Source: an optimization exercise on an open RTL-to-GDS flow (aim: small area, a short achievable clock period and few clock cycles). Production flows keep margins and buffers that such runs may drop. Function was checked by simulation only, so behaviour that the tests miss may differ from the original. Power figures rest on the tool's default switching activity, not on a simulated workload.

File: design/flow/design.v
module CPU_6507(
	output [12:0] addr_bus,
	output reg [7:0] d_out,
	input [7:0] d_in,
	output reg wenb,
	input clk,
	input rstb,
	input rdy
);
reg [7:0] A;
reg [7:0] X;
reg [7:0] Y;
reg carry;
reg intr_disable;
reg overflow;
reg decimal;
reg [7:0] stack_ptr;
reg negative;
reg zero;
reg [15:0] PC;
reg [15:0] full_addr;
assign addr_bus = full_addr[12:0];
reg [7:0] addr_in_buff;
reg [7:0] I;
reg is_reset;
reg [3:0] phase;
wire [7:0] instr = phase == 1 ? d_in : I;
wire isNOP = instr == 8'hEA;
wire isLoadOrStore = instr[7:6] == 2'b10 && !isNOP && !(
		instr == 8'h90 ||
		instr == 8'hB0 ||
		instr[3:0] == 4'h8 ||
		instr[3:0] == 4'hA
	);
wire isLoad = isLoadOrStore && instr[5];
wire isStore = isLoadOrStore && !instr[5];
wire isJSR = instr == 8'h20;
wire isRTS = instr == 8'h60;
wire isRTI = instr == 8'h40;
wire isTransfer = instr == 8'h98 || instr == 8'hA8 || (instr[3:0] == 4'hA && instr[7:6] == 2'b10);
wire isBranch = instr[4:0] == 5'h10;
wire isJump = instr == 8'h4C || instr == 8'h6C;
wire isStack = ~instr[7] && instr[4:0] == 5'h08;
wire pull = instr[5];
wire isSpecial = (~instr[7] && instr[4:0] == 5'h18) || instr == 8'hB8 || instr == 8'hD8 || instr == 8'hF8;
wire isArith = !isLoadOrStore && !isNOP && !isTransfer && !isBranch && !isJump && !isTransfer && !isStack && !isSpecial;
wire isBreak = instr == 8'h00;
wire isImplied = instr[3:0] == 4'hA || instr[3:0] == 4'h8;
wire isImmediate = instr[4:0] == 5'h09 || instr[3:0] == 4'h02 || (instr[7] && ~instr[4] && instr[3:0] == 0); 
wire isIndexed = instr[4];
wire indexedByY = instr[3:0] == 4'h1 || instr[3:0] == 4'h9 || instr == 8'h96 || instr == 8'hB6 || instr == 8'hBE;
wire indexedIndirect = instr[4:0] == 5'h01;
wire indirectIndexed = instr[4:0] == 5'h11;
wire zeropage = (indexedIndirect || indirectIndexed || instr[3:2] == 2'b01) && !isImplied;
wire addr16 = !isImmediate && (instr[3:0] == 4'h9 || instr[3:2] == 2'b11 || instr == 8'h20) && !isImplied;
wire isCompare = (instr[7:5] == 3'b110 && instr[1:0] == 2'b01) || instr[3:0] == 4'h4 || instr[3:0] == 4'h0 || instr[3:0] == 4'hC;
wire isBit = instr == 8'h2C || instr == 8'h24;
wire [7:0] ALU_in1 = ~instr[0] && instr[3:0] != 4'hA && ~instr[7] ? d_in : (  
		instr[7] && instr[1:0] == 2'b00 ? (instr[5] ? X : Y) : (
		instr[7] && instr[1:0] == 2'b01 ? A : (
		(instr[7] && instr[1:0] == 2'b10 && instr != 8'hCA) || isBit ? d_in : (
		instr == 8'hCA ? X : (instr == 8'h88 ? Y : A)
	))));
wire [7:0] ALU_in2 = d_in;
wire [7:0] ALU_nin2 = ~d_in;
reg [8:0] ALU_res;
wire [7:0] ALU_sub = ALU_in1 - ALU_in2;
wire [7:0] ALU_sbc = ALU_sub - !carry;
wire [3:0] ALU_opsel = {instr[0], instr[7:5]};
wire [8:0] CMP_res = {1'b0, ALU_in1} + {1'b0, ALU_nin2} + 9'd1;
always @(*) begin
	case(ALU_opsel)
		0: ALU_res <= {ALU_in1, 1'b0};
		1: ALU_res <= {ALU_in1, carry};
		2: ALU_res <= {ALU_in1[0], 1'b0, ALU_in1[7:1]};
		3: ALU_res <= {ALU_in1[0], carry, ALU_in1[7:1]};
		4: ALU_res <= {carry, ALU_in1 - 1'b1};
		5: ALU_res <= {carry, ALU_in1};
		6: ALU_res <= instr == 8'hC8 ? {carry, ALU_in1 + 1'b1} : {carry, ALU_in1 - 1'b1};
		7: ALU_res <= {carry, ALU_in1 + 1'b1};
		8: ALU_res <= {carry, ALU_in1 | ALU_in2};
		9: ALU_res <= {carry, ALU_in1 & ALU_in2};
		10: ALU_res <= {carry, ALU_in1 ^ ALU_in2};
		11: ALU_res <= ALU_in1 + ALU_in2 + carry;
		12: ALU_res <= {carry, ALU_in1};
		13: ALU_res <= {carry, ALU_in1};
		14: ALU_res <= ALU_in1 + ALU_nin2 + 1'b1;
		15: ALU_res <= ALU_in1 + ALU_nin2 + carry;
	endcase
end
wire toA = !isLoadOrStore && !isCompare && (
		instr[3:0] == 4'h1 ||
		instr[3:0] == 4'h5 ||
		instr[3:0] == 4'h9 ||
		(instr[3:0] == 4'hA && ~instr[7]) ||
		instr[3:0] == 4'hD
	);
wire toY = instr == 8'hC8 || instr == 8'h88;
wire toX = instr == 8'hE8 || instr == 8'hCA;
wire toMem = (instr[3:0] == 4'hE || instr[3:0] == 4'h6) && !isLoadOrStore;
wire loadstoreTargetA = instr[1:0] == 2'b01;
wire loadstoreTargetX = instr[1:0] == 2'b10;
wire loadstoreTargetY = instr[1:0] == 2'b00;
wire [7:0] status_word = {negative, overflow, 1'b0, 1'b0, decimal, intr_disable, zero, carry};
reg should_branch;
always @(*) begin
	case(instr[7:5])
		0: should_branch <= negative == 1'b0;
		1: should_branch <= negative == 1'b1;
		2: should_branch <= overflow == 1'b0;
		3: should_branch <= overflow == 1'b1;
		4: should_branch <= carry == 1'b0;
		5: should_branch <= carry == 1'b1;
		6: should_branch <= zero == 1'b0;
		7: should_branch <= zero == 1'b1;
	endcase
end
wire [2:0] transfer_idx = {instr[1], instr[5:4]};
reg [7:0] transfer_source;
always @(*) begin
	case(transfer_idx)
		1: transfer_source <= Y;
		2: transfer_source <= A;
		4: transfer_source <= X;
		5: transfer_source <= X;
		6: transfer_source <= A;
		7: transfer_source <= stack_ptr;
		default: transfer_source <= A;
	endcase
end
always @(posedge clk) begin
	if(!rstb) begin
		d_out <= 8'h00;
		full_addr <= 16'h0000;
		phase <= 2;
		is_reset <= 1'b1;
		I <= 8'h00;  
		wenb <= 1'b1;
		carry <= 1'b0;
		addr_in_buff <= 8'h00;
		intr_disable <= 1'b1;
		overflow <= 1'b0;
		decimal <= 1'b0;
		stack_ptr <= 8'h00;
		negative <= 1'b0;
		A <= 8'h00;
		X <= 8'h00;
		Y <= 8'h00;
		zero <= 1'b1;
	end else if(rdy) begin
		phase <= phase + 1;
		if(phase == 0) begin
			wenb <= 1'b1;
			full_addr <= PC;
			PC <= PC + 1;
		end else if(phase == 1) begin
			I <= d_in;
			if(isNOP) begin
				phase <= 0;
			end else if(isStack) begin
				if(pull) begin
					full_addr <= {8'h01, stack_ptr + 1'b1};
					stack_ptr <= stack_ptr + 1'b1;
					wenb <= 1'b1;
					phase <= 4;
				end else begin
					full_addr <= {8'h01, stack_ptr};
					stack_ptr <= stack_ptr - 1'b1;
					wenb <= 1'b0;
					d_out <= instr[6] ? A : status_word;
					phase <= 0;
				end
			end else if(isSpecial) begin
				case(instr[7:5])
					0: carry <= 1'b0;
					1: carry <= 1'b1;
					2: intr_disable <= 1'b0;
					3: intr_disable <= 1'b1;
					5: overflow <= 1'b0;
					6: decimal <= 1'b0;
					7: decimal <= 1'b1;
				endcase
				phase <= 0;
			end else if(isRTS || isRTI) begin
				phase <= isRTS ? 14 : 13;
				full_addr <= {8'h01, stack_ptr + 1'b1};
				stack_ptr <= stack_ptr + 1;
				wenb <= 1'b1;
			end else if(isTransfer) begin
				case(transfer_idx)
					1: A <= transfer_source;
					2: Y <= transfer_source;
					4: A <= transfer_source;
					5: stack_ptr <= transfer_source;
					6: X <= transfer_source;
					7: X <= transfer_source;
				endcase
				if(transfer_idx != 5) begin
					negative <= transfer_source[7];
					zero <= transfer_source == 8'h00;
				end
				phase <= 0;
			end else begin
				if(isImmediate || isBranch) begin
					full_addr <= PC;
					PC <= PC + 1;
					phase <= 4;
				end
				if(zeropage || addr16 || isJump || isJSR) begin
					full_addr <= PC;
					PC <= PC + 1;
				end
			end
		end else if(phase == 2) begin
			if(isBreak) begin
				full_addr <= 16'hFFFC | (~is_reset << 1);
			end else begin
				if(zeropage) begin
					if(indexedIndirect) begin
						full_addr <= {8'h00, d_in + X};
						phase <= 8;
					end else if(indirectIndexed) begin
						full_addr <= {8'h00, d_in};
						phase <= 8;
					end else if(isIndexed) begin
						full_addr <= {8'h00, d_in + (indexedByY ? Y : X)};
						phase <= 4;
					end else begin
						full_addr <= {8'h00, d_in};
						phase <= 4;
					end
				end
				if(addr16 || isJump || isJSR) begin
					addr_in_buff <= d_in;
					full_addr <= PC;
					PC <= PC + 1;
					if(isJSR) begin
						phase <= 10;
					end
				end
			end
		end else if(phase == 3) begin
			if(isBreak) begin
				addr_in_buff <= d_in;
				full_addr <= full_addr | 1;
			end else if(addr16 || isJump) begin
				if(instr == 8'h6C) begin
					full_addr <= {d_in, addr_in_buff};
					phase <= 8;
				end else if(isIndexed) begin
					full_addr <= {d_in, addr_in_buff} + (indexedByY ? Y : X);
				end else begin
					full_addr <= {d_in, addr_in_buff};
				end
			end
		end else if(phase == 4) begin
			phase <= 0;
			if(isBreak) begin
				if(is_reset) begin
					PC <= {d_in, addr_in_buff};
				end else begin
					phase <= 10;
				end
				is_reset <= 1'b0;
			end else if(isStack) begin
				if(instr[6]) begin
					A <= d_in;
					negative <= d_in[7];
					zero <= d_in == 8'h00;
				end else begin
					negative <= d_in[7];
					overflow <= d_in[6];
					decimal <= d_in[3];
					intr_disable <= d_in[2];
					zero <= d_in[1];
					carry <= d_in[0];
				end
			end else if(isJump) begin
				PC <= full_addr;
			end else if(isBranch) begin
				if(should_branch) begin
					PC <= PC + {d_in[7], d_in[7], d_in[7], d_in[7], d_in[7], d_in[7], d_in[7], d_in[7], d_in};
				end
			end else if(isBit) begin
				negative <= ALU_in1[7];
				overflow <= ALU_in1[6];
				zero <= (A & d_in) == 8'h00;
			end else if(isLoadOrStore) begin
				if(isLoad) begin
					if(loadstoreTargetA) begin
						A <= d_in;
					end else if(loadstoreTargetX) begin
						X <= d_in;
					end else if(loadstoreTargetY) begin
						Y <= d_in;
					end
					negative <= d_in[7];
					zero <= d_in == 8'h00;
				end else if(isStore) begin
					if(loadstoreTargetA) begin
						d_out <= A;
					end else if(loadstoreTargetX) begin
						d_out <= X;
					end else if(loadstoreTargetY) begin
						d_out <= Y;
					end
					wenb <= 1'b0;
				end
			end else if(toMem) begin
				d_out <= ALU_res[7:0];
				wenb <= 1'b0;
				negative <= ALU_res[7];
				zero <= ALU_res[7:0] == 0;
				if(~instr[7]) begin
					carry <= ALU_res[8];
				end
			end else if(toA) begin
				A <= ALU_res[7:0];
				carry <= ALU_res[8];
				zero <= ALU_res[7:0] == 0;
				negative <= ALU_res[7];
				if(ALU_opsel == 4'd11 || ALU_opsel == 4'd15) begin
					overflow <= (ALU_in1[7] == (ALU_opsel == 4'd11 ? ALU_in2[7] : ALU_nin2[7])) && (ALU_res[7] != ALU_in1[7]);
				end
			end else if(toX) begin
				X <= ALU_res[7:0];
				zero <= ALU_res[7:0] == 0;
				negative <= ALU_res[7];
			end else if(toY) begin
				Y <= ALU_res[7:0];
				zero <= ALU_res[7:0] == 0;
				negative <= ALU_res[7];
			end else if(isCompare) begin
				carry <= CMP_res[8];
				zero <= CMP_res[7:0] == 0;
				negative <= CMP_res[7];
			end
		end else if(phase == 8) begin
			addr_in_buff <= d_in;
			full_addr <= {full_addr[15:8], full_addr[7:0] + 1'b1};
			wenb <= 1'b1;
		end else if(phase == 9) begin
			if(indirectIndexed) begin
				full_addr <= {d_in, addr_in_buff} + Y;
			end else begin
				full_addr <= {d_in, addr_in_buff};
			end
			phase <= 4;
		end else if(phase == 10) begin
			full_addr <= {8'h01, stack_ptr};
			d_out <= PC[15:8];
			PC[15:8] <= d_in;
			wenb <= 1'b0;
			stack_ptr <= stack_ptr - 1;
		end else if(phase == 11) begin
			full_addr <= {8'h01, stack_ptr};
			d_out <= PC[7:0];
			PC[7:0] <= addr_in_buff;
			wenb <= 1'b0;
			stack_ptr <= stack_ptr - 1;
			if(!isBreak) begin
				phase <= 0;
			end
		end else if(phase == 12) begin
			full_addr <= {8'h01, stack_ptr};
			d_out <= status_word;
			wenb <= 1'b0;
			stack_ptr <= stack_ptr - 1;
			phase <= 0;
			intr_disable <= 1'b1;
		end else if(phase == 13) begin
			negative <= d_in[7];
			overflow <= d_in[6];
			decimal <= d_in[3];
			intr_disable <= d_in[2];
			zero <= d_in[1];
			carry <= d_in[0];
			full_addr <= {8'h01, stack_ptr + 1'b1};
			stack_ptr <= stack_ptr + 1;
			wenb <= 1'b1;
		end else if(phase == 14) begin
			PC[7:0] <= d_in;
			full_addr <= {8'h01, stack_ptr + 1'b1};
			stack_ptr <= stack_ptr + 1;
			wenb <= 1'b1;
		end else if(phase == 15) begin
			PC[15:8] <= d_in;
			full_addr <= {8'h01, stack_ptr + 1'b1};
			wenb <= 1'b1;
			phase <= 0;
		end else begin
			phase <= 0;
		end
	end
end
endmodule
File: design/flow/run.sh
#!/bin/bash
# synth_recipe.tcl (not shown) runs the flow's synth.tcl, then flattens the netlist and writes it again
# the make line also repeats each setting of config.mk as NAME=value (left out here)
make -C /OpenROAD-flow-scripts/flow DESIGN_CONFIG=/design/flow/config.mk WORK_HOME=/design/flow/orfs CLKGATE_MAP_FILE= SYNTH_SCRIPT=/design/flow/synth_recipe.tcl finish
File: design/flow/config.mk
export PLATFORM = sky130hd
export DESIGN_NAME = CPU_6507
export DESIGN_NICKNAME = CPU_6507
export VERILOG_FILES = /design/flow/design.v
export SDC_FILE = /design/flow/constraint.sdc
export NUM_CORES = 4
export LEC_CHECK = 0
export CAP_MARGIN = 20
export CORE_MARGIN = 2
export CORE_UTILIZATION = 40
export SLEW_MARGIN = 20
File: design/flow/constraint.sdc
create_clock -name core_clock -period 9.0 [get_ports {clk}]
set_input_delay 1.8000 -clock core_clock [delete_from_list [all_inputs] [get_ports {clk}]]
set_output_delay 1.8000 -clock core_clock [all_outputs]
set_load 0.01 [all_outputs]
==> reports/metrics.yaml <==
power:
  p_per_area_mw_per_mm2: 184
  ir_drop_mv: 0.120
  power_leakage_nw: 5.72
  total_power_mw: 2.87
cells_and_area:
  multi_input_area_mm2: 0.0115
  drive_above_1_share: 0.0819
  reg_top3: "PC: 16 flops, full_addr: 16 flops"
  area_growth_pct: 6.47
  nets: 2126
  regArea_mm2: 0.00216
  fillers: 3795
sta:
  fmax_mhz: 125
  slew_headroom: 0.236
  fin_crit_sh: 0.889
  tns_ps: 0
  setup_viol_count_final: 0
  report.final.hold_viol_count: 0
  fin_skew_ps: 14.4
  rsz0062_at_grt: "no"
  worstMarginPinSlew_ps: 1150
  finalMaxSlewViolations: 0
  finalCriticalPeriod_ps: 8000
  fin_ws_ps: 1000
cts:
  cts_buffers: 9
  cts_resized: 0
  ctsHoldBuffers: 0
  cts_setup_buffers: 0
  clockRootBuffer: "clkbuf_16"
  h-tree-depth: 3
  worstSkewPairLatency_ps: 400
  cts.clk_slew.worst_paths_ps: 80
  cts_tree: "done"
  clockBufferDepth: 2
  cts_sinks: 100
route:
  vias: 17800
  first_pass_iters: 8
  wl_per_cell_um: 29.6
  wirelength_mm: 74.0
  drt_iter0_drc: 2784
  route.detailed.drc: 0
  drt-vias-per-instance: 7.14
  final_antenna_net_count: 0
yosys:
  synth_cell_types: 109
  synth_nets: 2187
  synth_flop_cell: "dfxtp_1"
  ys_seq_elements: 100
  syn_area_per_cell_um2: 7.05
  async_flop_share: 0
  synth_warnings: 1
  postSynthCellCount: 2084
  syn_area_mm2: 0.0147
  synth_edf_count: 16
  ys_seq_area_frac: 0.147
placement:
  hpwl_mm: 55.3
  numPortBuffers: 32
  dp_slack_ps: 844
  gp_congestion: 1.05
die:
  die-area_mm2: 0.0383
  die_w_um: 196
  boundaryPins: 33
  rows: 70
  die_h_um: 196
  start_util: 0.404
  coreArea_mm2: 0.0363
run_status:
  status: "timing/DRC/antenna clean"
setup_path:
  reg2reg_from: "phase[0]"
  required_ps: 9290
  cp-end-kind: "flip-flop"
  crit_type: "input port to flip-flop"
  rrSetupSlack_ps: 1800
  path_max_fanout: 22
  crit_start: "d_in[2]"
  critPathLaunchType: "input port"
  crit_arrival_ps: 8290
global_route:
  grt_pass1_wl_mm: 109
  antenna_found_initial: 2
  grt_start_max_net_pins: 57
  first_global_vias: 16400
  grt_usage: 0.379
  gr-total-overflow: 0
min_path:
  hp-class: "flip-flop to flip-flop"
  min_from: "d_out[0]"
run:
  maxCapViolCount: 0
-- cells in the final DEF (no fill, tap or decap), types with 33 or more instances in the layout --
master,synthesis,final
a211oi_1,47,47
a21oi_1,172,171
a31oi_1,36,36
buf_4,16,63
dfxtp_1,84,84
ha_1,83,83
inv_1,63,63
mux2i_1,44,43
nand2_1,217,217
nand3_1,72,72
nor2_1,202,202
nor3_1,66,64
o211ai_1,36,36
o21ai_0,133,133
o221ai_1,33,33
o22ai_1,37,37
xnor2_1,65,65
xor2_1,37,37
-- report_power, final --
part | internal, mW | leakage [nW] | total, mW | switching [mW]
clock | 0.200 | 0.140 | 0.420 | 0.219
sequential | 0.516 | 0.828 | 0.626 | 0.110
combinational | 0.604 | 4.75 | 1.82 | 1.22
-- final timing paths --
check        cells past startpoint  endpoint
max reg2reg                     21      Y[7]
min reg2reg                      2  d_out[0]
min                              2  d_out[0]
max                             19      Y[7]
-- synthesized netlist by cell type (all sizes together) (11+ instances only) --
| cell | number | area (um^2) |
|---|---|---|
| nand2 | 219 | 841 |
| nor2 | 203 | 764 |
| a21oi | 175 | 895 |
| o21ai | 138 | 691 |
| clkbuf | 121 | 454 |
| dfxtp | 84 | 1680 |
| ha | 83 | 1040 |
| nand3 | 73 | 370 |
| inv | 69 | 259 |
| nor3 | 67 | 347 |
| xnor2 | 65 | 569 |
| a211oi | 52 | 423 |
| buf | 46 | 273 |
| mux2i | 44 | 440 |
| o22ai | 38 | 244 |
| a31oi | 37 | 238 |
| o211ai | 37 | 283 |
| xor2 | 37 | 324 |
| o221ai | 33 | 289 |
| o31ai | 32 | 273 |
| a221oi | 30 | 269 |
| and3 | 25 | 156 |
| a21o | 21 | 158 |
| mux2 | 21 | 236 |
| and2 | 19 | 119 |
| nand2b | 18 | 113 |
| nand4 | 17 | 106 |
| a22oi | 16 | 125 |
| edfxtp | 16 | 480 |
| nor4 | 15 | 119 |
| o21bai | 14 | 105 |
| or3 | 13 | 81.3 |
| o21a | 12 | 90.1 |
| nor2b | 11 | 68.8 |
-- per-layer routing --
layer	GRT usage	routed length (um)	vias up
li1	-	-	7747
met1	0.508	29500	8404
met2	0.562	30400	1380
met3	0.0902	9450	309
met4	0.202	4650	0
met5	0	0	-
-- final cells by class --
cell class | instances | share of cell area
antenna | 3 | 0.000480
clock buffer | 11 | 0.0155
clock inverter | 5 | 0.00272
inverter | 72 | 0.0174
multi-input combinational | 1745 | 0.739
sequential | 100 | 0.138
tap | 468 | 0.0375
timing repair buffer | 95 | 0.0495
-- worst max-delay path, cell delays in order --
cell	delay (ps)
clkdlybuf4s50_1	530
buf_4	340
nor2b_1	510
nand4_1	200
a32oi_1	650
a21oi_1	190
o31ai_2	840
ha_1	440
o21bai_1	220
a21oi_1	140
o31ai_1	330
a221o_1	220
xor2_1	140
nor2_1	60
o32a_1	350
a211oi_1	330
and2_1	430
a211oi_1	170
o311a_1	370
-- through the flow --
| step | instances | hold slack (ps) | utilization | instance area [um^2] |
|---|---|---|---|---|
| after floorplan | 2084 | 446 | - | 14700 |
| after global placement | 2480 | 460 | 0.422 | 15300 |
| after detailed placement | 2480 | 467 | 0.422 | 15300 |
| after CTS | 2496 | 481 | 0.430 | 15600 |
| after global routing | 2496 | 500 | 0.430 | 15600 |
| final | 2499 | 477 | 0.430 | 15600 |
-- cell families after synthesis --
group,synth area share
XOR/XNOR,0.0608
flip-flops,0.147
multiplexers,0.0461
AO/OA/AOI/OAI,0.359
AND/OR/NAND/NOR,0.236
adder cells (fa/ha/maj),0.0830
buffers and inverters,0.0680
Testbench counts, summed over its fixed seeds: cycles 295,555.

==> static timing again, ports no longer ideal <==
How much do the figures lean on ideal ports? The routed layout below was timed once more, with nothing changed but the port constraints.
Step 1: set_driving_cell puts a clkbuf_16 on clk and a buf_2 on each other input, an assumption about the parent block.
Step 2 also shifts input and output timing later by t, the mid clock arrival at the registers, as if the neighbouring blocks saw the same clock.
Slacks: ideal ports / drivers / drivers and shift; pairs: ideal ports / drivers.
t (ns): 0.449
slack for setup (ns): 1.002 / 0.928 / 0.480
worst hold slack (ns): 0.477 / 0.477 / 0.477
worst register clock-pin slew, ns: 0.08 / 0.08
After both steps setup and hold are still met in this run. For this run, drivers alone change the setup slack by -0.074 ns; drivers and shift together by -0.522 ns.
